Source: an optimization exercise on an open RTL-to-GDS flow (aim: small area and few clock cycles per item). Production flows keep margins and buffers that such runs may drop. Only simulation tests tie the RTL to the original design; equivalence was not proved. No activity file was given, so power comes from the tool's default toggle rates.

## flow/design.v (module list and top-level ports; edited modules follow where they fit)
// module mac: 217 lines
// module mac2: 509 lines
// module compare: 30 lines
// module signal_control: 50 lines
// module neural_network: 45 lines
module neural_network(clk,rst,in_valid,in_ready,in_pixel,in_weights,done,result,score);
  // ...
==> flow/run.sh <==
#!/bin/bash
# synth_recipe.tcl (not shown) runs the flow's synth.tcl, then flattens the netlist and writes it again
# the make line also repeats each setting of config.mk as NAME=value (left out here)
make -C /OpenROAD-flow-scripts/flow DESIGN_CONFIG=/design/flow/config.mk WORK_HOME=/design/flow/orfs CLKGATE_MAP_FILE= SYNTH_SCRIPT=/design/flow/synth_recipe.tcl finish
==> flow/config.mk <==
export PLATFORM = sky130hd
export DESIGN_NAME = neural_network
export DESIGN_NICKNAME = neural_network
export VERILOG_FILES = /design/flow/design.v
export SDC_FILE = /design/flow/constraint.sdc
export NUM_CORES = 4
export LEC_CHECK = 0
export CAP_MARGIN = 20
export CORE_MARGIN = 2
export CORE_UTILIZATION = 40
export SLEW_MARGIN = 20
==> flow/constraint.sdc <==
create_clock -name core_clock -period 25.0 [get_ports {clk}]
set_input_delay 5.0000 -clock core_clock [delete_from_list [all_inputs] [get_ports {clk}]]
set_output_delay 5.0000 -clock core_clock [all_outputs]
set_load 0.01 [all_outputs]
==> flow_summary.toml, run 1 <==
[status]
outcome = "timing/DRC/antenna clean"

[critical_path]
worst_ep_required_time_ns = 25.73
worstReg2RegStart = "ctl.cnt[0]$_SDFFE_PP0P_"
worstSetupStartpoint = "in_valid"
worst_ep_arrival_time_ns = 21.09

[logic_synthesis]
synthDominantAreaCellType = "fa_1"
yosys.cell_types.count = 79
synth.avg_cell_area_sq_um = 9.90
postSynth.asyncResetShare_pct = 0
synthMuxAreaShare_pct = 0.826
adder_cell_share_of_the_synthesized_area_pct = 49.7

[pwr]
clock_net_power_mw = 1.75
power_frac_comb_pct = 56.0
switching_share_of_power_pct = 47.6

[routing]
wl_met2_um = 143000
detail_route.first_pass.iterations = 8
mean_number_of_vias_per_cell = 5.37

[clocking]
number_of_instances_resized_during_post_cts_repair = 0
clkTransAtPathRegs_ns = 0.06
cts_tree = "built"

[final_layout]
multi_input_comb_area_sq_um = 68000
nonClockInverterCount = 2176
non_clock_buffer_area_share_pct = 3.44

[floorplanning]
die_y_um = 490
die_area_sq_um = 240000

[global_routing]
track_usage_pct = 27.9

[timing]
timing.final.setup_violations = 0
final-max-slew-violation-count = 0

[placed_design]
placed_cells_incl_taps = 12500
dpl_worst_slack_ns = 3.83
Testbench counts, summed over its fixed seeds: cycles 21,448, items 24.
==> module compare, before the edit <==
module compare(clk,act,first,pos,r0,r1,max_number,max_value_out);
input clk,act,first;
input [2:0] pos;
input [24:0] r0,r1;
output reg [3:0] max_number;
output reg [24:0] max_value_out;
wire [24:0] o0=r0[24]?25'd0:r0;
wire [24:0] o1=r1[24]?25'd0:r1;
wire c1=(o1>o0);
wire [24:0] cv=c1?o1:o0;
wire [3:0] ci={pos,c1};
wire [24:0] bv=first?25'd0:max_value_out;
wire [3:0] bi=first?4'd0:max_number;
always@(posedge clk)
begin
if(act)
begin
if(cv>bv)
begin
max_value_out<=cv;
max_number<=ci;
end
else
begin
max_value_out<=bv;
max_number<=bi;
end
end
end
endmodule
==> run 2: changes to the inputs <==
--- a/flow/design.v
+++ b/flow/design.v
@@ -731,25 +731,26 @@
 output reg [3:0] max_number;
 output reg [24:0] max_value_out;
-wire [24:0] o0=r0[24]?25'd0:r0;
-wire [24:0] o1=r1[24]?25'd0:r1;
-wire c1=(o1>o0);
-wire [24:0] cv=c1?o1:o0;
-wire [3:0] ci={pos,c1};
-wire [24:0] bv=first?25'd0:max_value_out;
-wire [3:0] bi=first?4'd0:max_number;
+wire [23:0] o0=r0[24]?24'd0:r0[23:0];
+wire [23:0] o1=r1[24]?24'd0:r1[23:0];
+wire [24:0] g1,g2;
+assign g1[0]=1'b0;
+assign g2[0]=1'b0;
+wire [23:0] cv;
+genvar i;
+generate
+for(i=0;i<24;i=i+1) begin : cmp
+assign g1[i+1]=(o1[i]&~o0[i])|(o1[i]&g1[i])|(~o0[i]&g1[i]);
+assign cv[i]=g1[24]?o1[i]:o0[i];
+assign g2[i+1]=(cv[i]&~max_value_out[i])|(cv[i]&g2[i])|(~max_value_out[i]&g2[i]);
+end
+endgenerate
+wire c1=g1[24];
+wire gt=g2[24];
 always@(posedge clk)
 begin
-if(act)
-begin
-if(cv>bv)
+if(act&&(first||gt))
 begin
-max_value_out<=cv;
-max_number<=ci;
-end
-else
-begin
-max_value_out<=bv;
-max_number<=bi;
-end
+max_value_out<={1'b0,cv};
+max_number<={pos,c1};
 end
 end
--- a/flow/config.mk
+++ b/flow/config.mk
@@ -8,4 +8,5 @@
 export CAP_MARGIN = 20
 export CORE_MARGIN = 2
-export CORE_UTILIZATION = 40
+export CORE_UTILIZATION = 60
+export PLACE_DENSITY = 0.7
 export SLEW_MARGIN = 20
==> run 2 against run 1 <==
Effect of this change:
- still clean
- sequential cell count decreased by 1
- sequential power decreased by 5%
- routed wire length decreased by 14%
- via count decreased by 5.4%
- global-route usage increased by 10 points
- combinational power decreased by 7.8%
- power decreased by 8.4%
- clock power decreased by 15%
- die area decreased by 35%
- count of clock-buffer cells in the layout increased by 3
- area after synthesis decreased by 2.2%
- critical endpoint unchanged
- highest routed layer unchanged
==> flow_summary.toml, run 2 <==
[status]
outcome = "timing/DRC/antenna clean"

[global_routing]
first_global_vias = 71200
wire_length_of_the_first_global_routing_pass_um = 441000
track_usage_pct = 38.0
global_route.overflow_total = 0
grt_start_max_net_pins = 144
antenna_found_initial = 55

[routing]
total_number_of_vias = 64800
route.final.wire_length_um = 284000
detail_route.first_pass.iterations = 8
drc = 0
average_wire_length_per_cell_after_detail_routing_um = 24.7
mean_number_of_vias_per_cell = 5.62
final_ant_viol_nets = 0
drtIter0Drc = 5649

[placed_design]
port_buffers = 240
gp_congestion = 0.981
placed_cells_incl_taps = 11300
dp_hpwl_um = 218000
dpl_worst_slack_ns = 3.79
placed_area_sq_um = 96900

[logic_synthesis]
syn-cell-area_sq_um = 92400
synth.avg_cell_area_sq_um = 9.90
post_synth_and_or_nand_nor_area_fraction_pct = 16.6
synth_flop_cell = "dfxtp_1"
synth_seq_cells = 797
syn_nets = 12000
ys_warn_count = 4
synth_edf_count = 28
synthMostInstantiatedCell = "inv_1"
fraction_of_synthesized_cell_area_in_xor_and_xnor_cells_pct = 0.493
yosys.cell_types.count = 79
synth_top_cell_area_share_pct = 46.8
area_fraction_in_compound_gates_after_synthesis_pct = 3.86
synth_cells = 9331
postSynth.asyncResetShare_pct = 0
synthMuxAreaShare_pct = 0.486
synth_commonest_cells = "inv_1, fa_1, and2_1, nand2_1, dfxtp_1"
adder_cell_share_of_the_synthesized_area_pct = 50.2
ys_seq_area_share_pct = 17.6
yosys-top-cells-area = "fa_1, dfxtp_1, and2_1"
synthDominantAreaCellType = "fa_1"
dominant_combinational_cell_family_by_area_after_synthesis = "adder cells"

[final_layout]
top_regs = "l1.neu.acc (500), ring (250), cmp.max_value_out (24)"
flow.area_growth_from_synthesis_pct = 8.49
registers.top_by_ff_count = "l1.neu.acc"
layout.cell_area.non_filler_sq_um = 100000
largest_reg_flops = 500
most_common_cell_after_layout_fill_and_taps_aside = "inv_1"
drive_gt1_share_pct = 3.77
finalNetCount = 12000
layoutNonFillerInstCount = 11500
final_core_utilization_pct = 65.3
mostFrequentLayoutCells = "inv_1, fa_1, and2_1"

[timing]
timing.slew.headroom_pct = 17.7
final-max-slew-violation-count = 0
setup_ws_ns = 4.46
worst_margin_pin_slew_ns = 1.24
hold_slack_ns = 0.303
setup_tns_ns = 0
finalHoldViolCount = 0
max_freq_mhz = 48.7
period_minus_slack_ns = 20.54
grt_setup_unrepaired = "false"
timing.final.setup_violations = 0
skew_ns = 0.0644
final.period_utilization_pct = 82.2

[floorplanning]
die_y_um = 396
initial_core_util_pct = 60.2
design.portCount = 242
core.rowCount = 144
die_w_um = 396
fp.coreArea_sq_um = 154000
die_area_sq_um = 157000

[clocking]
clock_root_buffer = "clkbuf_16"
clock_path_buffers = 3
cts_tree = "built"
number_of_instances_resized_during_post_cts_repair = 0
worst_skew_pair.late_latency_ns = 0.77
clock_sinks = 797
post_cts_hold_buffer_count = 0
clkTransAtPathRegs_ns = 0.06
cts_setup_buffers = 0
cts_made_buffers = 93
cts.htree.levels = 3

[critical_path]
crit_path_max_incr_delay_ns = 0.84
critical_path.endpoint = "ring[224]$_DFF_P_"
worstReg2RegStart = "ctl.cnt[0]$_SDFFE_PP0P_"
crit_fanout = 33
r2r.worst_path.cells = 53
worstSetupStartpoint = "in_valid"
worst_ep_required_time_ns = 25.61
critPathLaunchType = "input port"
timing.critical_path.mode_cell = "fa_1"
worstReg2RegEnd = "ring[224]$_DFF_P_"
critical_path.slowest_cell = "a21oi_2"
criticalPathCategory = "input port to flip-flop"
worst_ep_arrival_time_ns = 21.15
r2r_setup_slk_ns = 7.19
end_kind = "flip-flop"

[worst_hold_path]
min_delay_path_class = "flip-flop to flip-flop"

[pwr]
power.density_nw_per_um2 = 87.6
max-vdd-ir-drop_mv = 0.0745
total_power_mw = 8.78
p_leak_nw = 44.9

[flow_run]
maxCapViolCount = 0
==> run 2: changes by cell type after synthesis, moves of 48 or more <==
cell,delta
nor2_1,+156
nand2_1,+71
clkbuf_1,-132
and2_1,+1019
and3_1,-1069
nor2b_1,-140
ha_1,-48
==> run 2: cell families after synthesis <==
| group | after synthesis |
|---|---|
| xor gates and xnor gates | 52 |
| muxes | 43 |
| DFF | 797 |
| and+or+nand+nor | 2948 |
| AOI/OAI and AO/OA | 467 |
| buffers and inverters | 2610 |
| other | 1 |
| adders and majority gates | 2413 |
==> run 2: critical path: cells and delay by family <==
family,cells,cell delay (ns)
AO/OA/AOI/OAI,6,1.88
XOR/XNOR,2,0.31
adder cells (fa/ha/maj),29,11.63
buffers and inverters,6,1.55
AND/OR/NAND/NOR,5,0.76
==> run 2: final cells by class <==
type                            instances  area [sq um]
Antenna cell                           23          57.6
Clock buffer                          130          2710
Clock inverter                         40           586
Fill cell                           12600         53300
Inverter                             2209          8290
Multi-Input combinational cell       5924         66500
Sequential cell                       797         16200
Tap cell                             2044          2560
Timing Repair Buffer                  352          3340
==> run 2: per-layer routing <==
layer  up-vias  track usage [%]  wire length, um
met1     33800             50.2           107000
li1      27100                -                -
met2      3103             58.6           129000
met4        38             18.9            16400
met3       692             9.65            31300
met5         -                0              252
==> run 2: worst min-delay path by stage <==
stage	from	end	slack, ns	depth (start not counted)
4_1_cts	ring[108]$_DFF_P_	ring[58]$_DFF_P_	0.31	0
3_3_place_gp	ring[179]$_DFF_P_	ring[129]$_DFF_P_	0.31	0
2_1_floorplan	ring[50]$_DFF_P_	ring[0]$_DFF_P_	0.31	0
3_5_place_dp	ring[167]$_DFF_P_	ring[117]$_DFF_P_	0.31	0
5_1_grt	ring[108]$_DFF_P_	ring[58]$_DFF_P_	0.32	0
6_report	ring[108]$_DFF_P_	ring[58]$_DFF_P_	0.30	0
==> run 2: power by group <==
group	leakage (nW)	total [mW]	internal, mW	switching [mW]
logic	36.6	4.95	2.04	2.90
registers	6.65	2.36	1.84	0.522
clock network	1.62	1.48	0.849	0.631
total	44.9	8.78	4.73	4.06
Testbench counts of run 2, summed over its fixed seeds: cycles 21,448, items 24.
==> run 3: changes to the inputs <==
==> flow/flow/run.sh (new file) <==
#!/bin/bash
# Standard layout, with one extra step between synthesis and floorplan:
# flow/polopt.py removes the inverters Yosys leaves between full adders by
# choosing, per full adder, whether it works on complemented signals (a full
# adder is self-dual), and adds back one inverter per signal that still needs
# both polarities. Registers and ports are untouched; the netlist stays
# equivalent. Every tool writes its full output to a log in this folder.
set -euo pipefail
R=orfs/results/${FLOW_PLATFORM}/neural_network/base
bash standard.sh synth > synth.log 2>&1
cp $R/1_2_yosys.v 1_2_yosys.standard.v
python3 flow/polopt.py 1_2_yosys.standard.v $R/1_2_yosys.v > polopt.log 2>&1
rm -f $R/1_synth.odb $R/1_synth.sdc
bash standard.sh finish > finish.log 2>&1
==> flow/flow/polopt.py (new file) <==
#!/usr/bin/env python3
"""Inverter-polarity optimisation of a Yosys gate-level netlist (sky130hd).

Full adders are self-dual: FA(~a,~b,~c) = (~sum, ~cout). Yosys's adder
extraction leaves many inverters between full adders. This pass removes all
inverters and buffers that drive internal nets, chooses for every full adder
(and maj3) whether it works on complemented signals, swaps gates for their
complement (and2 <-> nand2 ...) where that saves area, and adds back one
inverter per signal that still needs its other polarity. Registers, ports and
every cell's function are kept; the netlist stays equivalent.

usage: polopt.py in.v out.v
"""
import re, sys, random

PFX = "sky130_fd_sc_hd__"
OUT_PINS = {"X", "Y", "Q", "Q_N", "SUM", "COUT", "HI", "LO"}

AREA = {}
OUTPIN = {}
def load_areas(lib):
    t = open(lib).read()
    for m in re.finditer(r'cell \("?' + PFX + r'(\w+)"?\)', t):
        nxt = t.find("cell (", m.end())
        seg = t[m.end():nxt if nxt > 0 else len(t)]
        outs = re.findall(r'pin \("?(\w+)"?\)\s*\{[^{}]*?direction\s*:\s*"?output', seg)
        OUTPIN[m.group(1)] = outs
    starts = [(m.start(), m.group(1)) for m in re.finditer(r'cell \("?' + PFX + r'(\w+)"?\)', t)]
    for st, name in starts:
        m = re.compile(r'area\s*:\s*([\d.]+)').search(t, st)
        AREA[name] = float(m.group(1))

PAIRS = [("and2", "nand2"), ("and3", "nand3"), ("and4", "nand4"), ("or2", "nor2"), ("or3", "nor3"),
         ("or4", "nor4"), ("xor2", "xnor2"), ("xor3", "xnor3"), ("a21o", "a21oi"), ("a22o", "a22oi"),
         ("a31o", "a31oi"), ("a32o", "a32oi"), ("a41o", "a41oi"), ("a211o", "a211oi"),
         ("a221o", "a221oi"), ("a311o", "a311oi"), ("a2111o", "a2111oi"), ("o21a", "o21ai"),
         ("o22a", "o22ai"), ("o31a", "o31ai"), ("o32a", "o32ai"), ("o41a", "o41ai"),
         ("o211a", "o211ai"), ("o221a", "o221ai"), ("o311a", "o311ai"), ("o2111a", "o2111ai"),
         ("a2bb2o", "a2bb2oi"), ("o2bb2a", "o2bb2ai"), ("a21bo", "a21boi"), ("o21ba", "o21bai"),
         ("mux2", "mux2i"), ("and2b", "nand2b"), ("or2b", "nor2b"), ("and3b", "nand3b"),
         ("and4b", "nand4b"), ("and4bb", "nand4bb"), ("or3b", "nor3b"), ("or4b", "nor4b"),
         ("or4bb", "nor4bb")]
COMP = {}
for a, b in PAIRS:
    COMP[a] = b
    COMP[b] = a
SELF_DUAL = {"fa", "maj3"}

def split_type(t):
    base, _, size = t.rpartition("_")
    return base, size

def comp_cell(t):
    """complement cell type and new output pin name, or None"""
    base, size = split_type(t)
    if base not in COMP:
        return None
    cb = COMP[base]
    cands = [c for c in AREA if split_type(c)[0] == cb]
    if not cands:
        return None
    best = cb + "_" + size if (cb + "_" + size) in AREA else None
    if best is None:
        # nearest drive: prefer _1
        best = cb + "_1" if (cb + "_1") in AREA else sorted(cands)[0]
    return best

def outpin(t):
    base, _ = split_type(t)
    if base in ("fa", "ha"):
        return None
    # inverting outputs are Y, others X
    return None

def parse(text):
    m = re.search(r"^module\s+(\S+)\s*\((.*?)\);", text, re.M | re.S)
    head_end = m.end()
    endm = text.rfind("endmodule")
    body = text[head_end:endm]
    cells = []
    decls = []
    pos = 0
    cell_re = re.compile(r"\s*(" + PFX + r"\w+)\s+(\S+)\s*\((.*?)\);\s*$", re.S)
    # split body into statements by ';'
    stmts = []
    cur = []
    i = 0
    # statements end with ';' but escaped names never contain ';'
    for part in body.split(";"):
        stmts.append(part)
    stmts = stmts[:-1] if stmts and not stmts[-1].strip() else stmts
    for s in stmts:
        st = s.strip()
        if not st:
            continue
        if st.startswith(PFX):
            mm = re.match(r"(" + PFX + r"\w+)\s+(\S+)\s*\((.*)\)\s*$", st, re.S)
            if not mm:
                raise SystemExit("cannot parse cell: " + st[:200])
            typ, name, pins = mm.group(1), mm.group(2), mm.group(3)
            conns = []
            for pm in re.finditer(r"\.(\w+)\(\s*((?:\\\S+\s)|[^()\s]+(?:\[\d+\])?)\s*\)", pins):
                conns.append([pm.group(1), pm.group(2).strip()])
            npins = len(re.findall(r"(?m)^\s*\.\w+\(", pins))
            if len(conns) != npins:
                raise SystemExit("pin parse mismatch: " + st[:300])
            cells.append({"type": typ[len(PFX):], "name": name, "pins": conns})
        else:
            if st.startswith("assign"):
                raise SystemExit("assign statements not supported: " + st[:200])
            decls.append(st)
    return text[:head_end], decls, cells, text[endm:]

def netname(n):
    # normalise escaped names: keep as written without trailing space
    return n.strip()

def main():
    src, dst = sys.argv[1], sys.argv[2]
    lib = sys.argv[3] if len(sys.argv) > 3 else "/OpenROAD-flow-scripts/flow/platforms/sky130hd/lib/sky130_fd_sc_hd__tt_025C_1v80.lib"
    load_areas(lib)
    text = open(src).read()
    head, decls, cells, tail = parse(text)
    ports = set()
    for d in decls:
        mm = re.match(r"(input|output|inout)\s+(\[\d+:\d+\]\s+)?(\S+)", d)
        if mm:
            ports.add(mm.group(3))
    def is_port(net):
        base = re.sub(r"\[\d+\]$", "", net)
        return base in ports or net in ports
    driver = {}
    for ci, c in enumerate(cells):
        for p, n in c["pins"]:
            if p in OUT_PINS:
                n = netname(n)
                if n in driver:
                    raise SystemExit("multiple drivers " + n)
                driver[n] = (ci, p)
    # removable cells: inverters / buffers whose output is not a port
    removable = set()
    for ci, c in enumerate(cells):
        b, _ = split_type(c["type"])
        if b in ("inv", "clkinv", "buf", "clkbuf"):
            out = [n for p, n in c["pins"] if p in OUT_PINS][0]
            inp = [n for p, n in c["pins"] if p == "A"][0]
            if not is_port(out) and not inp.startswith(("1'", "0'")):
                removable.add(ci)
    def parity_of(c):
        return 1 if split_type(c["type"])[0] in ("inv", "clkinv") else 0
    rootcache = {}
    def root(net):
        net = netname(net)
        if net in rootcache:
            return rootcache[net]
        par = 0
        n = net
        seen = 0
        while n in driver and driver[n][0] in removable:
            c = cells[driver[n][0]]
            par ^= parity_of(c)
            n = netname([x for p, x in c["pins"] if p == "A"][0])
            seen += 1
            if seen > 1000:
                raise SystemExit("loop")
        rootcache[net] = (n, par)
        return n, par
    # references: (cell index, pin index) -> (root, parity)
    refs = {}  # root -> list of [ci, pi, parity]
    for ci, c in enumerate(cells):
        if ci in removable:
            continue
        for pi, (p, n) in enumerate(c["pins"]):
            if p in OUT_PINS:
                continue
            if n.startswith(("1'", "0'")):
                continue
            r, par = root(n)
            refs.setdefault(r, []).append([ci, pi, par])
    # output ports driven by removable cells would have been excluded; ports are fixed consumers
    # output-port nets driven through removable chains: treat the port net itself as root consumer
    # (only if a port net is the output of a removable cell, which we excluded above)
    flip = [0] * len(cells)
    selfdual = [split_type(c["type"])[0] in SELF_DUAL for c in cells]
    # root driver info
    def drv_cell(r):
        d = driver.get(r)
        return d[0] if d else None
    swappable = {}
    for r in refs:
        ci = drv_cell(r)
        if ci is not None and not selfdual[ci]:
            cc = comp_cell(cells[ci]["type"])
            if cc:
                # only if the cell has a single output
                outs = [p for p, n in cells[ci]["pins"] if p in OUT_PINS]
                if len(outs) == 1:
                    swappable[r] = cc
    INV = AREA["inv_1"]
    def root_cost(r):
        ci = drv_cell(r)
        fd = flip[ci] if (ci is not None and selfdual[ci]) else 0
        need0 = need1 = False
        for cj, pi, par in refs[r]:
            q = par ^ fd ^ (flip[cj] if selfdual[cj] else 0)
            if q:
                need1 = True
            else:
                need0 = True
        if not need1:
            return 0.0, 0
        if not need0 and r in swappable:
            d = AREA[swappable[r]] - AREA[cells[ci]["type"]]
            if d < INV:
                return d, 2
        return INV, 1
    # roots touched by each self-dual cell
    touch = {}
    for ci, c in enumerate(cells):
        if not selfdual[ci]:
            continue
        rs = set()
        for p, n in c["pins"]:
            if p in OUT_PINS:
                if netname(n) in refs:
                    rs.add(netname(n))
            elif not n.startswith(("1'", "0'")):
                rs.add(root(n)[0])
        touch[ci] = [r for r in rs if r in refs]
    def total():
        return sum(root_cost(r)[0] for r in refs)
    before = total()
    removed_area = sum(AREA[cells[ci]["type"]] for ci in removable)
    order = [ci for ci in range(len(cells)) if selfdual[ci]]
    rng = random.Random(1)
    for it in range(30):
        improved = 0
        rng.shuffle(order)
        for ci in order:
            rs = touch[ci]
            old = sum(root_cost(r)[0] for r in rs)
            flip[ci] ^= 1
            new = sum(root_cost(r)[0] for r in rs)
            if new < old - 1e-9:
                improved += 1
            else:
                flip[ci] ^= 1
        if not improved:
            break
    # simulated annealing on top of the greedy result
    import math
    cur = total()
    best = cur
    bestflip = flip[:]
    T = 4.0
    steps = int(__import__("os").environ.get("POLOPT_STEPS", "2000000"))
    for st in range(steps):
        T = 4.0 * (1 - st / steps) + 0.05
        ci = order[rng.randrange(len(order))]
        rs = touch[ci]
        old = sum(root_cost(r)[0] for r in rs)
        flip[ci] ^= 1
        new = sum(root_cost(r)[0] for r in rs)
        dlt = new - old
        if dlt <= 0 or rng.random() < math.exp(-dlt / T):
            cur += dlt
            if cur < best - 1e-9:
                best = cur
                bestflip = flip[:]
        else:
            flip[ci] ^= 1
    flip[:] = bestflip
    after = total()
    # rebuild
    newcells = []
    newwires = []
    k = 0
    invnet = {}
    for r in refs:
        cost, kind = root_cost(r)
        ci = drv_cell(r)
        fd = flip[ci] if (ci is not None and selfdual[ci]) else 0
        if kind == 2:
            # swap driver to complement; physical polarity of r inverts
            c = cells[ci]
            old_t = c["type"]
            new_t = swappable[r]
            oldb = split_type(old_t)[0]
            c["type"] = new_t
            assert len(OUTPIN[new_t]) == 1, new_t
            newout = OUTPIN[new_t][0]
            for pp in c["pins"]:
                if pp[0] in OUT_PINS:
                    pp[0] = newout
            fd ^= 1
        for cj, pi, par in refs[r]:
            q = par ^ fd ^ (flip[cj] if selfdual[cj] else 0)
            if q:
                if r not in invnet:
                    k += 1
                    w = "_polinv_%d_" % k
                    newwires.append(w)
                    invnet[r] = w
                    newcells.append({"type": "inv_1", "name": "_polinvc_%d_" % k,
                                     "pins": [["A", r], ["Y", w]]})
                cells[cj]["pins"][pi][1] = invnet[r]
            else:
                cells[cj]["pins"][pi][1] = r
    out = [head]
    for d in decls:
        out.append("  " + d + " ;")
    for w in newwires:
        out.append("  wire %s;" % w)
    def fmt(n):
        return n + " " if n.startswith("\\") else n
    for ci, c in enumerate(cells + newcells):
        if ci < len(cells) and ci in removable:
            continue
        pins = ",\n".join("    .%s(%s)" % (p, fmt(n)) for p, n in c["pins"])
        out.append("  %s%s %s (\n%s\n  );" % (PFX, c["type"], c["name"], pins))
    out.append(tail)
    open(dst, "w").write("\n".join(out))
    nflip = sum(flip)
    sys.stderr.write("removed %d inv/buf cells (%.1f um2); added %d inverters; flipped %d self-dual cells; "
                     "cost before %.1f after %.1f\n" % (len(removable), removed_area, k, nflip, before, after))

if __name__ == "__main__":
    main()
==> flow/standard.sh (new file) <==
#!/bin/bash
# synth_recipe.tcl (not shown) runs the flow's synth.tcl, then flattens the netlist and writes it again
# the make line also repeats each setting of config.mk as NAME=value (left out here)
make -C /OpenROAD-flow-scripts/flow DESIGN_CONFIG=/design/flow/config.mk WORK_HOME=/design/flow/orfs CLKGATE_MAP_FILE= SYNTH_SCRIPT=/design/flow/synth_recipe.tcl "${@:-finish}"
removed: flow/run.sh
==> run 3 against run 2 <==
Effect of this change:
- worst setup slack better by 1.1 ns
- synthesized cell count fell by 19%
- sequential power is essentially flat
- still clean
- routed wire length is 5.4% lower
==> flow_summary.toml, run 3 <==
[routing]
drtIter0Drc = 6107
total_number_of_vias = 59700
mean_number_of_vias_per_cell = 6.04
route.final.wire_length_um = 269000
drc = 0
final_ant_viol_nets = 0
detail_route.first_pass.iterations = 7
average_wire_length_per_cell_after_detail_routing_um = 27.2

[final_layout]
drive_gt1_share_pct = 9.34
final_core_utilization_pct = 67.9
flow.area_growth_from_synthesis_pct = 12.0
largest_reg_flops = 500
finalNetCount = 10600
most_common_cell_after_layout_fill_and_taps_aside = "nand2_1"
mostFrequentLayoutCells = "nand2_1, fa_1, inv_1"
registers.top_by_ff_count = "l1.neu.acc"
top_regs = "l1.neu.acc (500), ring (250), cmp.max_value_out (24)"
layoutNonFillerInstCount = 9896

[floorplanning]
initial_core_util_pct = 60.6
design.portCount = 242
die_area_sq_um = 142000
core.rowCount = 136
fp.coreArea_sq_um = 138000
die_y_um = 377
die_w_um = 377

[global_routing]
wire_length_of_the_first_global_routing_pass_um = 417000
first_global_vias = 66600
global_route.overflow_total = 0
antenna_found_initial = 42
track_usage_pct = 40.1
grt_start_max_net_pins = 123

[placed_design]
placed_cells_incl_taps = 9699
port_buffers = 240
dp_hpwl_um = 210000
dpl_worst_slack_ns = 4.73
gp_congestion = 0.989

[status]
outcome = "timing/DRC/antenna clean"

[pwr]
power.density_nw_per_um2 = 97.5
net_switching_component_of_the_power_mw = 4.09
p_int_mw = 5.04
clock_power_share_pct = 16.3
power_frac_seq_pct = 25.9
max-vdd-ir-drop_mv = 0.101
switching_share_of_power_pct = 44.8
p_leak_nw = 33.4
total_power_mw = 9.12
power_frac_comb_pct = 57.8

[critical_path]
worstReg2RegStart = "ctl.cnt[0]$_SDFFE_PP0P_"
crit_fanout = 33
worstReg2RegEnd = "ring[224]$_DFF_P_"
r2r_setup_slk_ns = 7.32
critPathLaunchType = "input port"
criticalPathCategory = "input port to flip-flop"
timing.critical_path.mode_cell = "fa_1"
end_kind = "flip-flop"
worst_ep_arrival_time_ns = 20.02
worst_ep_required_time_ns = 25.59
crit_path_max_incr_delay_ns = 0.66
r2r.worst_path.cells = 49
critical_path.slowest_cell = "a41oi_4"

[clocking]
cts_setup_buffers = 0
cts.htree.levels = 3
clock_sinks = 797
clock_path_buffers = 3
post_cts_hold_buffer_count = 0
clkTransAtPathRegs_ns = 0.06
cts_tree = "built"
cts_made_buffers = 92
worst_skew_pair.late_latency_ns = 0.74
number_of_instances_resized_during_post_cts_repair = 0
clock_root_buffer = "clkbuf_16"

[logic_synthesis]
synth_cells = 7556
syn_nets = 10200
synth.avg_cell_area_sq_um = 11.1
syn-cell-area_sq_um = 83600
ys_warn_count = 4

[timing]
skew_ns = 0.0559
period_minus_slack_ns = 19.43
final.period_utilization_pct = 77.7
max_freq_mhz = 51.5
grt_setup_unrepaired = "false"
worst_margin_pin_slew_ns = 1.23
hold_slack_ns = 0.318
final-max-slew-violation-count = 0
timing.final.setup_violations = 0
timing.slew.headroom_pct = 17.7
finalHoldViolCount = 0
setup_ws_ns = 5.57

[worst_hold_path]
min_from = "ring[200]$_DFF_P_"
worstHoldPathCells = 0
min_delay_path_class = "flip-flop to flip-flop"
holdPathEnd = "ring[150]$_DFF_P_"

[flow_run]
maxCapViolCount = 0
run 3: changes by cell type in the layout (fill, tap and decap cells not counted), sizes merged, moves of 5 or more:
cell,before,now
and2,1552,664
a31oi,26,16
inv,2213,840
nand2,1008,1896
nor2,232,185
a31o,5,15
or2,0,47
bufinv,8,14
clkbuf,133,120
clkinvlp,1,6
run 3: final cells by class:
type                       instances  area [sq um]
clock buffer                     119          2570
inverter                         834          3130
multi-input combinational       5924         65300
tap                             1794          2240
sequential                       797         16200
fill                           10600         44200
timing repair buffer             352          3350
antenna                           26          65.1
clock inverter                    50           687
run 3: worst max path at each step:
stage	startpoint	endpoint	slack (ns)	cells past startpoint
4_1_cts	in_valid	ring[248]$_DFF_P_	5.52	42
2_1_floorplan	in_valid	l1[3].neu.acc[23]$_DFF_P_	-2.48	31
3_3_place_gp	in_valid	ring[249]$_DFF_P_	5.01	44
5_1_grt	in_valid	ring[249]$_DFF_P_	5.00	44
3_5_place_dp	in_valid	ring[248]$_DFF_P_	4.73	42
6_report	in_valid	ring[224]$_DFF_P_	5.57	45
run 3: metrics by stage:
step / instance area (sq um) / setup TNS [ns]
after floorplan: 84500 / -263.61
after global placement: 90300 / 0
after detailed placement: 90300 / 0
after CTS: 93500 / 0
after global routing: 93600 / 0
final: 93600 / 0
run 3: critical path, delay by kind of cell:
kind | cells | cell delay (ns)
adders and majority gates | 29 | 11.33
AOI/OAI and AO/OA | 4 | 1.63
and+or+nand+nor | 4 | 0.67
buffers and inverters | 6 | 1.09
xor gates and xnor gates | 2 | 0.23
run 3: layer usage:
| metal | vias to the layer above | share of wire (%) | track usage, % |
|---|---|---|---|
| met2 | 3197 | 45 | 60.0 |
| met4 | 16 | 6.7 | 22.2 |
| met1 | 31500 | 37 | 53.6 |
| met3 | 703 | 11 | 10.8 |
| li1 | 24400 | - | - |
| met5 | - | 0.035 | 0 |
run 3: power by group through the flow:
| stage | clock (mW) | sequential, mW | combinational, mW |
|---|---|---|---|
| finish | 1.49 | 2.36 | 5.27 |
| global route | 1.55 | 2.37 | 6.10 |
| CTS | 1.50 | 2.33 | 5.32 |
| detailed placement | 0 | 2.35 | 5.25 |
| global placement | 0 | 2.35 | 5.02 |
| floorplan | 0 | 2.02 | 3.91 |
==> run 4: changes to the inputs <==
--- a/flow/flow/run.sh
+++ b/flow/flow/run.sh
@@ -5,5 +5,6 @@
 # adder is self-dual), and adds back one inverter per signal that still needs
 # both polarities. Registers and ports are untouched; the netlist stays
-# equivalent. Every tool writes its full output to a log in this folder.
+# equivalent. Port buffers use the smallest buffer cell. Every tool writes
+# its full output to a log in this folder.
 set -euo pipefail
 R=orfs/results/${FLOW_PLATFORM}/neural_network/base
@@ -12,3 +13,3 @@
 python3 flow/polopt.py 1_2_yosys.standard.v $R/1_2_yosys.v > polopt.log 2>&1
 rm -f $R/1_synth.odb $R/1_synth.sdc
-bash standard.sh finish > finish.log 2>&1
+bash standard.sh finish "BUFFER_PORTS_ARGS=-buffer_cell sky130_fd_sc_hd__buf_1" > finish.log 2>&1
--- a/flow/flow/polopt.py
+++ b/flow/flow/polopt.py
@@ -45,5 +45,5 @@
     COMP[a] = b
     COMP[b] = a
-SELF_DUAL = {"fa", "maj3"}
+SELF_DUAL = {"fa", "maj3", "buf", "clkbuf"}
 
 def split_type(t):
@@ -130,4 +130,6 @@
         base = re.sub(r"\[\d+\]$", "", net)
         return base in ports or net in ports
+    def is_const(n):
+        return n.startswith(("1'", "0'"))
     driver = {}
     for ci, c in enumerate(cells):
@@ -138,15 +140,12 @@
                     raise SystemExit("multiple drivers " + n)
                 driver[n] = (ci, p)
-    # removable cells: inverters / buffers whose output is not a port
+    base_of = [split_type(c["type"])[0] for c in cells]
     removable = set()
     for ci, c in enumerate(cells):
-        b, _ = split_type(c["type"])
-        if b in ("inv", "clkinv", "buf", "clkbuf"):
+        if base_of[ci] in ("inv", "clkinv"):
             out = [n for p, n in c["pins"] if p in OUT_PINS][0]
             inp = [n for p, n in c["pins"] if p == "A"][0]
-            if not is_port(out) and not inp.startswith(("1'", "0'")):
+            if not is_port(netname(out)) and not is_const(inp):
                 removable.add(ci)
-    def parity_of(c):
-        return 1 if split_type(c["type"])[0] in ("inv", "clkinv") else 0
     rootcache = {}
     def root(net):
@@ -156,32 +155,30 @@
         par = 0
         n = net
-        seen = 0
         while n in driver and driver[n][0] in removable:
             c = cells[driver[n][0]]
-            par ^= parity_of(c)
+            par ^= 1
             n = netname([x for p, x in c["pins"] if p == "A"][0])
-            seen += 1
-            if seen > 1000:
-                raise SystemExit("loop")
         rootcache[net] = (n, par)
         return n, par
-    # references: (cell index, pin index) -> (root, parity)
-    refs = {}  # root -> list of [ci, pi, parity]
+    SD, HA, FIX = 1, 2, 0
+    kind = []
+    for ci, c in enumerate(cells):
+        b = base_of[ci]
+        if b in SELF_DUAL:
+            kind.append(SD)
+        elif b == "ha" and c["type"] == "ha_1":
+            kind.append(HA)
+        else:
+            kind.append(FIX)
+    refs = {}
     for ci, c in enumerate(cells):
         if ci in removable:
             continue
         for pi, (p, n) in enumerate(c["pins"]):
-            if p in OUT_PINS:
-                continue
-            if n.startswith(("1'", "0'")):
+            if p in OUT_PINS or is_const(n):
                 continue
             r, par = root(n)
-            refs.setdefault(r, []).append([ci, pi, par])
-    # output ports driven by removable cells would have been excluded; ports are fixed consumers
-    # output-port nets driven through removable chains: treat the port net itself as root consumer
-    # (only if a port net is the output of a removable cell, which we excluded above)
+            refs.setdefault(r, []).append((ci, pi, par))
     flip = [0] * len(cells)
-    selfdual = [split_type(c["type"])[0] in SELF_DUAL for c in cells]
-    # root driver info
     def drv_cell(r):
         d = driver.get(r)
@@ -190,57 +187,130 @@
     for r in refs:
         ci = drv_cell(r)
-        if ci is not None and not selfdual[ci]:
+        if ci is not None and kind[ci] == FIX:
             cc = comp_cell(cells[ci]["type"])
-            if cc:
-                # only if the cell has a single output
-                outs = [p for p, n in cells[ci]["pins"] if p in OUT_PINS]
-                if len(outs) == 1:
-                    swappable[r] = cc
+            outs = [p for p, n in cells[ci]["pins"] if p in OUT_PINS]
+            if cc and len(outs) == 1 and len(OUTPIN.get(cc, [])) == 1:
+                swappable[r] = (cc, AREA[cc] - AREA[cells[ci]["type"]])
     INV = AREA["inv_1"]
-    def root_cost(r):
-        ci = drv_cell(r)
-        fd = flip[ci] if (ci is not None and selfdual[ci]) else 0
-        need0 = need1 = False
-        for cj, pi, par in refs[r]:
-            q = par ^ fd ^ (flip[cj] if selfdual[cj] else 0)
+    HA_EXTRA = AREA["xnor2_1"] + AREA["or2_1"] - AREA["ha_1"]
+    def needs(r, ph):
+        """(any consumer wants phase 0, any wants 1) when r is driven with phase ph"""
+        n0 = n1 = False
+        for cj, pi, par in refs.get(r, ()):
+            q = par ^ ph ^ (flip[cj] if kind[cj] else 0)
             if q:
-                need1 = True
+                n1 = True
             else:
-                need0 = True
-        if not need1:
-            return 0.0, 0
-        if not need0 and r in swappable:
-            d = AREA[swappable[r]] - AREA[cells[ci]["type"]]
-            if d < INV:
-                return d, 2
-        return INV, 1
-    # roots touched by each self-dual cell
-    touch = {}
+                n0 = True
+        return n0, n1
+    def root_cost(r):
+        """cost, phase for a root not driven by a half adder"""
+        ci = drv_cell(r)
+        if ci is not None and kind[ci] == SD:
+            ph = flip[ci]
+            return (INV if needs(r, ph)[1] else 0.0), ph
+        n0, n1 = needs(r, 0)
+        c0 = INV if n1 else 0.0
+        if r in swappable:
+            c1 = swappable[r][1] + (INV if n0 else 0.0)
+            if c1 < c0 - 1e-9:
+                return c1, 1
+        return c0, 0
+    ha_out = {}
     for ci, c in enumerate(cells):
-        if not selfdual[ci]:
-            continue
-        rs = set()
-        for p, n in c["pins"]:
-            if p in OUT_PINS:
-                if netname(n) in refs:
-                    rs.add(netname(n))
-            elif not n.startswith(("1'", "0'")):
-                rs.add(root(n)[0])
-        touch[ci] = [r for r in rs if r in refs]
+        if kind[ci] == HA:
+            pins = dict((p, netname(n)) for p, n in c["pins"])
+            ha_out[ci] = (pins["SUM"], pins["COUT"])
+    def ha_extra(f, phs, phc):
+        if f == 0:
+            return HA_EXTRA if (phs == 1 and phc == 0) else 0.0
+        return HA_EXTRA if phc == 1 else 0.0
+    def ha_cost(h):
+        rs, rc = ha_out[h]
+        f = flip[h]
+        best = None
+        for phs in (0, 1):
+            ns = needs(rs, phs)
+            cs = INV if ns[1] else 0.0
+            for phc in (0, 1):
+                nc = needs(rc, phc)
+                cc = INV if nc[1] else 0.0
+                v = ha_extra(f, phs, phc) + cs + cc
+                if best is None or v < best[0] - 1e-9:
+                    best = (v, phs, phc)
+        return best
+    ha_driven = {}
+    for h, (rs, rc) in ha_out.items():
+        ha_driven[rs] = h
+        ha_driven[rc] = h
+    var = [ci for ci in range(len(cells)) if kind[ci] in (SD, HA)]
+    affected = {}
+    for ci in var:
+        items = set()
+        for p, n in cells[ci]["pins"]:
+            if is_const(n):
+                continue
+            r = netname(n) if p in OUT_PINS else root(n)[0]
+            if r in ha_driven:
+                items.add(("h", ha_driven[r]))
+            elif r in refs:
+                items.add(("r", r))
+        if kind[ci] == HA:
+            items.add(("h", ci))
+        affected[ci] = list(items)
+    def item_cost(it):
+        return ha_cost(it[1])[0] if it[0] == "h" else root_cost(it[1])[0]
     def total():
-        return sum(root_cost(r)[0] for r in refs)
+        t = sum(ha_cost(h)[0] for h in ha_out)
+        t += sum(root_cost(r)[0] for r in refs if r not in ha_driven)
+        return t
     before = total()
-    removed_area = sum(AREA[cells[ci]["type"]] for ci in removable)
-    order = [ci for ci in range(len(cells)) if selfdual[ci]]
-    rng = random.Random(1)
-    for it in range(30):
-        improved = 0
-        rng.shuffle(order)
-        for ci in order:
-            rs = touch[ci]
-            old = sum(root_cost(r)[0] for r in rs)
+    # 1. 2-colour self-dual cells (and half adders) joined by signals from self-dual cells
+    adj = {}
+    for r, lst in refs.items():
+        u = drv_cell(r)
+        if u is None or kind[u] != SD:
+            continue
+        for cj, pi, par in lst:
+            if kind[cj] in (SD, HA):
+                adj.setdefault(u, []).append((cj, par))
+                adj.setdefault(cj, []).append((u, par))
+    comp_of = {}
+    comps = []
+    for s0 in var:
+        if s0 in comp_of or s0 not in adj:
+            continue
+        comp = [s0]
+        comp_of[s0] = len(comps)
+        flip[s0] = 0
+        stack = [s0]
+        while stack:
+            u = stack.pop()
+            for v, par in adj[u]:
+                if v not in comp_of:
+                    comp_of[v] = len(comps)
+                    flip[v] = flip[u] ^ par
+                    comp.append(v)
+                    stack.append(v)
+        comps.append(comp)
+    def move_delta(cis):
+        items = set()
+        for ci in cis:
+            items.update(affected[ci])
+        old = sum(item_cost(it) for it in items)
+        for ci in cis:
             flip[ci] ^= 1
-            new = sum(root_cost(r)[0] for r in rs)
-            if new < old - 1e-9:
+        new = sum(item_cost(it) for it in items)
+        return new - old
+    for it in range(20):
+        improved = 0
+        for comp in comps:
+            if move_delta(comp) < -1e-9:
+                improved += 1
+            else:
+                for ci in comp:
+                    flip[ci] ^= 1
+        for ci in var:
+            if move_delta([ci]) < -1e-9:
                 improved += 1
             else:
@@ -248,21 +318,17 @@
         if not improved:
             break
-    # simulated annealing on top of the greedy result
+    # 2. annealing from there, keeping the best state
     import math
+    rng = random.Random(1)
     cur = total()
     best = cur
     bestflip = flip[:]
-    T = 4.0
-    steps = int(__import__("os").environ.get("POLOPT_STEPS", "2000000"))
+    steps = int(__import__("os").environ.get("POLOPT_STEPS", "1000000"))
     for st in range(steps):
-        T = 4.0 * (1 - st / steps) + 0.05
-        ci = order[rng.randrange(len(order))]
-        rs = touch[ci]
-        old = sum(root_cost(r)[0] for r in rs)
-        flip[ci] ^= 1
-        new = sum(root_cost(r)[0] for r in rs)
-        dlt = new - old
-        if dlt <= 0 or rng.random() < math.exp(-dlt / T):
-            cur += dlt
+        T = 2.0 * (1 - st / steps) + 0.02
+        ci = var[rng.randrange(len(var))]
+        d = move_delta([ci])
+        if d <= 0 or rng.random() < math.exp(-d / T):
+            cur += d
             if cur < best - 1e-9:
                 best = cur
@@ -275,36 +341,58 @@
     newcells = []
     newwires = []
-    k = 0
+    counter = [0]
     invnet = {}
-    for r in refs:
-        cost, kind = root_cost(r)
-        ci = drv_cell(r)
-        fd = flip[ci] if (ci is not None and selfdual[ci]) else 0
-        if kind == 2:
-            # swap driver to complement; physical polarity of r inverts
-            c = cells[ci]
-            old_t = c["type"]
-            new_t = swappable[r]
-            oldb = split_type(old_t)[0]
-            c["type"] = new_t
-            assert len(OUTPIN[new_t]) == 1, new_t
-            newout = OUTPIN[new_t][0]
-            for pp in c["pins"]:
-                if pp[0] in OUT_PINS:
-                    pp[0] = newout
-            fd ^= 1
-        for cj, pi, par in refs[r]:
-            q = par ^ fd ^ (flip[cj] if selfdual[cj] else 0)
+    def connect(r, ph):
+        for cj, pi, par in refs.get(r, ()):
+            q = par ^ ph ^ (flip[cj] if kind[cj] else 0)
             if q:
                 if r not in invnet:
-                    k += 1
-                    w = "_polinv_%d_" % k
+                    counter[0] += 1
+                    w = "_polinv_%d_" % counter[0]
                     newwires.append(w)
                     invnet[r] = w
-                    newcells.append({"type": "inv_1", "name": "_polinvc_%d_" % k,
+                    newcells.append({"type": "inv_1", "name": "_polinvc_%d_" % counter[0],
                                      "pins": [["A", r], ["Y", w]]})
                 cells[cj]["pins"][pi][1] = invnet[r]
             else:
                 cells[cj]["pins"][pi][1] = r
+    for r in refs:
+        if r in ha_driven:
+            continue
+        cost, ph = root_cost(r)
+        ci = drv_cell(r)
+        if ph == 1 and (ci is None or kind[ci] != SD):
+            c = cells[ci]
+            new_t = swappable[r][0]
+            c["type"] = new_t
+            for pp in c["pins"]:
+                if pp[0] in OUT_PINS:
+                    pp[0] = OUTPIN[new_t][0]
+        connect(r, ph)
+    ha_plan = {}
+    for h in ha_out:
+        v, phs, phc = ha_cost(h)
+        ha_plan[h] = (phs, phc)
+        rs, rc = ha_out[h]
+        connect(rs, phs)
+        connect(rc, phc)
+    dropped = set()
+    for h, (phs, phc) in ha_plan.items():
+        f = flip[h]
+        if f == 0 and phs == 0 and phc == 0:
+            continue
+        pins = dict((p, n) for p, n in cells[h]["pins"])
+        a, b = pins["A"], pins["B"]
+        rs, rc = ha_out[h]
+        st = "xnor2_1" if phs else "xor2_1"
+        if f == 0:
+            ct = "nand2_1" if phc else "and2_1"
+        else:
+            ct = "or2_1" if phc else "nor2_1"
+        dropped.add(h)
+        newcells.append({"type": st, "name": cells[h]["name"] + "_s",
+                         "pins": [["A", a], ["B", b], [OUTPIN[st][0], rs]]})
+        newcells.append({"type": ct, "name": cells[h]["name"] + "_c",
+                         "pins": [["A", a], ["B", b], [OUTPIN[ct][0], rc]]})
     out = [head]
     for d in decls:
@@ -315,5 +403,5 @@
         return n + " " if n.startswith("\\") else n
     for ci, c in enumerate(cells + newcells):
-        if ci < len(cells) and ci in removable:
+        if ci < len(cells) and (ci in removable or ci in dropped):
             continue
         pins = ",\n".join("    .%s(%s)" % (p, fmt(n)) for p, n in c["pins"])
@@ -321,7 +409,6 @@
     out.append(tail)
     open(dst, "w").write("\n".join(out))
-    nflip = sum(flip)
-    sys.stderr.write("removed %d inv/buf cells (%.1f um2); added %d inverters; flipped %d self-dual cells; "
-                     "cost before %.1f after %.1f\n" % (len(removable), removed_area, k, nflip, before, after))
+    sys.stderr.write("removed %d inverters; added %d; flipped %d cells; decomposed %d half adders; "
+                     "cost before %.1f after %.1f\n" % (len(removable), counter[0], sum(flip), len(dropped), before, after))
 
 if __name__ == "__main__":
--- a/flow/config.mk
+++ b/flow/config.mk
@@ -9,4 +9,7 @@
 export CORE_MARGIN = 2
 export CORE_UTILIZATION = 60
+export CTS_BUF_LIST = sky130_fd_sc_hd__clkbuf_8 sky130_fd_sc_hd__clkbuf_16
+export CTS_CLUSTER_DIAMETER = 60
+export CTS_CLUSTER_SIZE = 30
 export PLACE_DENSITY = 0.7
 export SLEW_MARGIN = 20
==> run 4 against run 3 <==
Effect of this change:
- first-iteration DRC count rose by 4.3%
- largest cell class unchanged
- area after synthesis is essentially flat
- die area about the same
==> flow_summary.toml, run 4 <==
[timing]
finalHoldViolCount = 0
final-max-slew-violation-count = 0
setup_tns_ns = 0
skew_ns = 0.0476
max_freq_mhz = 50.7
timing.final.setup_violations = 0
setup_ws_ns = 5.29
worst_margin_pin_slew_ns = 1.30
timing.slew.headroom_pct = 13.3
grt_setup_unrepaired = "false"
period_minus_slack_ns = 19.71
final.period_utilization_pct = 78.8
hold_slack_ns = 0.305

[floorplanning]
die_area_sq_um = 142000
core.rowCount = 136
die_w_um = 377
die_y_um = 377
initial_core_util_pct = 60.6
fp.coreArea_sq_um = 138000
design.portCount = 242

[final_layout]
mostFrequentLayoutCells = "nand2_1, fa_1, dfxtp_1"
registers.top_by_ff_count = "l1.neu.acc"
finalNetCount = 10400
fill_cells = 10800
flow.area_growth_from_synthesis_pct = 7.80
layout.area.seq_sq_um = 16200
most_common_cell_after_layout_fill_and_taps_aside = "nand2_1"
layout.cell_area.non_filler_sq_um = 90100
final_core_utilization_pct = 65.4
top_regs = "l1.neu.acc (500), ring (250), cmp.max_value_out (24)"
largest_reg_flops = 500
drive_gt1_share_pct = 4.61
layoutNonFillerInstCount = 9914
multi_input_comb_area_sq_um = 63500

[pwr]
power.density_nw_per_um2 = 99.8
total_power_mw = 9.00
p_leak_nw = 29.9
max-vdd-ir-drop_mv = 0.0661

[critical_path]
criticalPathCategory = "input port to flip-flop"
timing.critical_path.mode_cell = "fa_1"
cp_top_family = "adder cells"
worst_ep_arrival_time_ns = 20.35
crit_path_max_incr_delay_ns = 0.75
critical_path_buf_inv_count = 5
worst_ep_required_time_ns = 25.64
r2r_setup_slk_ns = 7.16
critical_path.slowest_cell = "a21oi_2"
end_kind = "flip-flop"
worstSetupPathDepth = 45
crit_fanout = 33
r2r.worst_path.cells = 49
critPathLaunchType = "input port"

[routing]
final_ant_viol_nets = 0
average_wire_length_per_cell_after_detail_routing_um = 26.7
drc = 0
wl_met2_um = 117000
mean_number_of_vias_per_cell = 6.05
detail_route.first_pass.iterations = 8
total_number_of_vias = 60000
met3RoutedLength_um = 34000
route.final.wire_length_um = 265000
highest-signal-layer = "met5"
drtIter0Drc = 6371
m1WireLength_um = 99100

[logic_synthesis]
syn_nets = 10400
ys_warn_count = 4
synth_cells = 7973
synth.avg_cell_area_sq_um = 10.5
syn-cell-area_sq_um = 83600

[worst_hold_path]
min_delay_path_class = "flip-flop to flip-flop"
worstHoldPathCells = 0

[clocking]
number_of_instances_resized_during_post_cts_repair = 0
clock_root_buffer = "clkbuf_16"
cts_setup_buffers = 0
cts.htree.levels = 3
cts_tree = "built"
worst_skew_pair.late_latency_ns = 0.76
cts_made_buffers = 95
clock_sinks = 797
clock_path_buffers = 3
post_cts_hold_buffer_count = 0
clkTransAtPathRegs_ns = 0.10

[status]
outcome = "timing/DRC/antenna clean"

[placed_design]
port_buffers = 240
dp_hpwl_um = 204000
placed_cells_incl_taps = 9714
placed_area_sq_um = 86300
gp_congestion = 1.02
dpl_worst_slack_ns = 4.57

[global_routing]
first_global_vias = 65600
grt_start_max_net_pins = 114
wire_length_of_the_first_global_routing_pass_um = 409000
track_usage_pct = 39.2
global_route.overflow_total = 0
antenna_found_initial = 40

[flow_run]
maxCapViolCount = 0
==> run 4: path summary, 6_finish.rpt <==
kind / startpoint / endpoint
max: in_valid / ring[223]$_DFF_P_
min: ring[226]$_DFF_P_ / ring[176]$_DFF_P_
max reg2reg: ctl.cnt[0]$_SDFFE_PP0P_ / ring[223]$_DFF_P_
min reg2reg: ring[226]$_DFF_P_ / ring[176]$_DFF_P_
==> run 4: report_power, final <==
part           internal (mW)  switching (mW)  total [mW]  leakage, nW
Combinational           2.14            2.89        5.03         21.5
Sequential              1.84           0.507        2.34         6.65
Clock                  0.863           0.763        1.63         1.78
Total                   4.84            4.16        9.00         29.9
==> run 4: routing by layer <==
| layer | GRT usage (%) | vias to the layer above |
|---|---|---|
| li1 | - | 24400 |
| met1 | 52.8 | 31300 |
| met2 | 58.3 | 3595 |
| met4 | 18.3 | 32 |
| met3 | 12.4 | 644 |
| met5 | 0 | - |
==> run 4: worst register-to-register path, delay by kind of cell (launching register included) <==
family	cells	cell delay, ns
xor gates and xnor gates	2	0.33
DFF	1	0.46
and+or+nand+nor	8	2.52
buffers and inverters	4	1.07
AOI/OAI and AO/OA	7	1.83
adders and majority gates	28	11.55
==> run 4: cell type report <==
| class | count | share of cell area (%) |
|---|---|---|
| multi-input combinational | 6125 | 70.5 |
| sequential | 797 | 18.0 |
| inverter | 650 | 2.71 |
| clock buffer | 95 | 2.64 |
| tap | 1794 | 2.49 |
| timing repair buffer | 348 | 2.02 |
| clock inverter | 84 | 1.55 |
| antenna | 21 | 0.0583 |
==> run 5: changes to the inputs <==
--- a/flow/config.mk
+++ b/flow/config.mk
@@ -6,4 +6,5 @@
 export NUM_CORES = 4
 export LEC_CHECK = 0
+export ABC_AREA = 1
 export CAP_MARGIN = 20
 export CORE_MARGIN = 2
==> run 5 against run 4 <==
Effect of this change:
- clock power shrank 5%
- clock skew grew 0.0058 ns
- combinational power shrank 2%
- die area shrank 0.17%
- global-route usage shrank 0.54 points
- worst hold slack lost 0.025 ns
- sequential share of layout area grew 0.077 points
- critical path depth shrank 1
- largest power group unchanged
- design area shrank 0.43%
- sequential cell count is the same
- critical endpoint is now ring[248]$_DFF_P_
==> flow_summary.toml, run 5 <==
[status]
outcome = "timing/DRC/antenna clean"

[global_routing]
antenna_found_initial = 29
first_global_vias = 66200
grt_start_max_net_pins = 148
wire_length_of_the_first_global_routing_pass_um = 403000
track_usage_pct = 38.7
global_route.overflow_total = 0

[final_layout]
multi_input_comb_area_sq_um = 63500
most_common_cell_after_layout_fill_and_taps_aside = "fa_1"
flow.area_growth_from_synthesis_pct = 7.52
fill_cells = 10900
top_regs = "l1.neu.acc (500), ring (250), cmp.max_value_out (24)"
mostFrequentLayoutCells = "fa_1, nor2_1, nand2_1"
largest_reg_flops = 500
layout.area.seq_sq_um = 16200
finalNetCount = 10600
final_core_utilization_pct = 65.1
layoutNonFillerInstCount = 9968
layout.cell_area.non_filler_sq_um = 89700
drive_gt1_share_pct = 3.93
registers.top_by_ff_count = "l1.neu.acc"

[pwr]
net_switching_component_of_the_power_mw = 3.88
power.density_nw_per_um2 = 97.0
power_frac_comb_pct = 56.8
power_frac_seq_pct = 25.4
p_leak_nw = 40.8
clock_power_share_pct = 17.8
p_int_mw = 4.82
max-vdd-ir-drop_mv = 0.0723
switching_share_of_power_pct = 44.6

[critical_path]
criticalPathCategory = "input port to flip-flop"
worst_ep_required_time_ns = 25.64
crit_path_max_incr_delay_ns = 0.54
worst_ep_arrival_time_ns = 19.47
critical_path.slowest_cell = "inv_1"
crit_fanout = 24
critPathLaunchType = "input port"
end_kind = "flip-flop"
timing.critical_path.mode_cell = "fa_1"

[timing]
final-max-slew-violation-count = 0
worst_margin_pin_slew_ns = 1.03
timing.final.setup_violations = 0
timing.slew.headroom_pct = 30.6
skew_ns = 0.0533
period_minus_slack_ns = 18.82
setup_tns_ns = 0
max_freq_mhz = 53.1
grt_setup_unrepaired = "false"
finalHoldViolCount = 0
final.period_utilization_pct = 75.3
hold_slack_ns = 0.281

[clocking]
post_cts_hold_buffer_count = 0
clock_sinks = 797
cts_setup_buffers = 0
cts_made_buffers = 94
worst_skew_pair.late_latency_ns = 0.76
clock_root_buffer = "clkbuf_16"
clock_path_buffers = 3
cts.htree.levels = 3
clkTransAtPathRegs_ns = 0.10
cts_tree = "built"
number_of_instances_resized_during_post_cts_repair = 0

[routing]
average_wire_length_per_cell_after_detail_routing_um = 25.9
total_number_of_vias = 59100
detail_route.first_pass.iterations = 6
final_ant_viol_nets = 0
drc = 0
drtIter0Drc = 5399
route.final.wire_length_um = 259000
mean_number_of_vias_per_cell = 5.93

[floorplanning]
die_y_um = 377
die_area_sq_um = 142000
design.portCount = 242
fp.coreArea_sq_um = 138000
die_w_um = 377
core.rowCount = 136
initial_core_util_pct = 60.5

[placed_design]
gp_congestion = 1.00
port_buffers = 240
dp_hpwl_um = 201000
placed_area_sq_um = 86100
placed_cells_incl_taps = 9777

[logic_synthesis]
syn-cell-area_sq_um = 83500
ys_warn_count = 4
synth_cells = 7998
syn_nets = 10500
synth.avg_cell_area_sq_um = 10.4

[flow_run]
maxCapViolCount = 0

[worst_hold_path]
min_delay_path_class = "flip-flop to flip-flop"
[run 5: power by group through the flow]
stage / Combinational [mW] / Sequential [mW] / Clock, mW
after floorplan: 3.54 / 2.03 / 0
after global placement: 4.67 / 2.20 / 0
after detailed placement: 4.89 / 2.21 / 0
after CTS: 4.96 / 2.19 / 1.56
after global routing: 5.70 / 2.25 / 1.62
final: 4.94 / 2.21 / 1.55
[run 5: stage by stage]
stage / setup slack (ns) / power (mW)
4_1_cts: 6.17 / 8.72
5_1_grt: 5.52 / 9.57
2_1_floorplan: 6.32 / 5.56
3_3_place_gp: 5.48 / 6.87
6_report: 6.18 / 8.70
3_5_place_dp: 5.32 / 7.10
[run 5: metal layers]
layer  up-vias  wire length (um)  global-route usage (%)
li1      24300                 -                       -
met5         -               157                       0
met3       783             32800                    13.2
met4        24             16100                    19.4
met1     30600             95600                    50.6
met2      3351            114000                    57.8
[run 5: final timing paths]
| check | start | endpoint | slack (ns) | cells past startpoint |
|---|---|---|---|---|
| max | in_valid | ring[248]$_DFF_P_ | 6.18 | 44 |
| max reg2reg | ctl.cnt[1]$_SDFFE_PP0P_ | ring[248]$_DFF_P_ | 7.52 | 55 |
| min reg2reg | ring[243]$_DFF_P_ | ring[193]$_DFF_P_ | 0.28 | 0 |
| min | ring[243]$_DFF_P_ | ring[193]$_DFF_P_ | 0.28 | 0 |
[run 5: cell type report]
type / count / share of cell area, %
repair buffers: 332 / 1.86
inverters: 652 / 2.74
clock buffers: 99 / 2.72
clock inverters: 77 / 1.23
well taps: 1794 / 2.50
flip-flops and latches: 797 / 18.1
multi-input cells: 6202 / 70.8
diodes: 15 / 0.0418
[run 5: critical path, delay by kind of cell]
family	cells	cell delay, ns
adder cells (fa/ha/maj)	29	11.58
AND/OR/NAND/NOR	3	0.52
buffers and inverters	8	1.53
AO/OA/AOI/OAI	4	0.73

what the ideal ports hide:
The flow's constraints put no driver on any port. The routed layouts listed below were extracted and timed again, unchanged, in two steps.
Step 1, drivers: a clkbuf_16 drives clk and a buf_2 each remaining input, both assumed.
Step 2, shift: input delay + t, output delay - t, t = (earliest + latest rising clock arrival at the registers) / 2. This alone moves slack from input paths to output paths.
Three values: ideal ports, drivers, drivers and shift; two values: the first two.
run | t, ns | slack for setup (ns) | worst setup path after step 2 | cell pins on the clock port's net
run 1 | 0.881 | 4.641 / 4.631 / 3.751 | input to register | 1
run 2 | 0.822 | 4.462 / 4.528 / 3.706 | input to register | 1
run 3 | 0.791 | 5.567 / 5.626 / 4.835 | input to register | 1
run 4 | 0.810 | 5.294 / 5.342 / 4.532 | input to register | 1
run 5 | 0.816 | 6.179 / 6.165 / 5.349 | input to register | 1
After both steps every run listed still meets setup and hold. For run 1, which loses most, drivers alone change the setup slack by -0.010 ns; drivers and shift together by -0.890 ns.
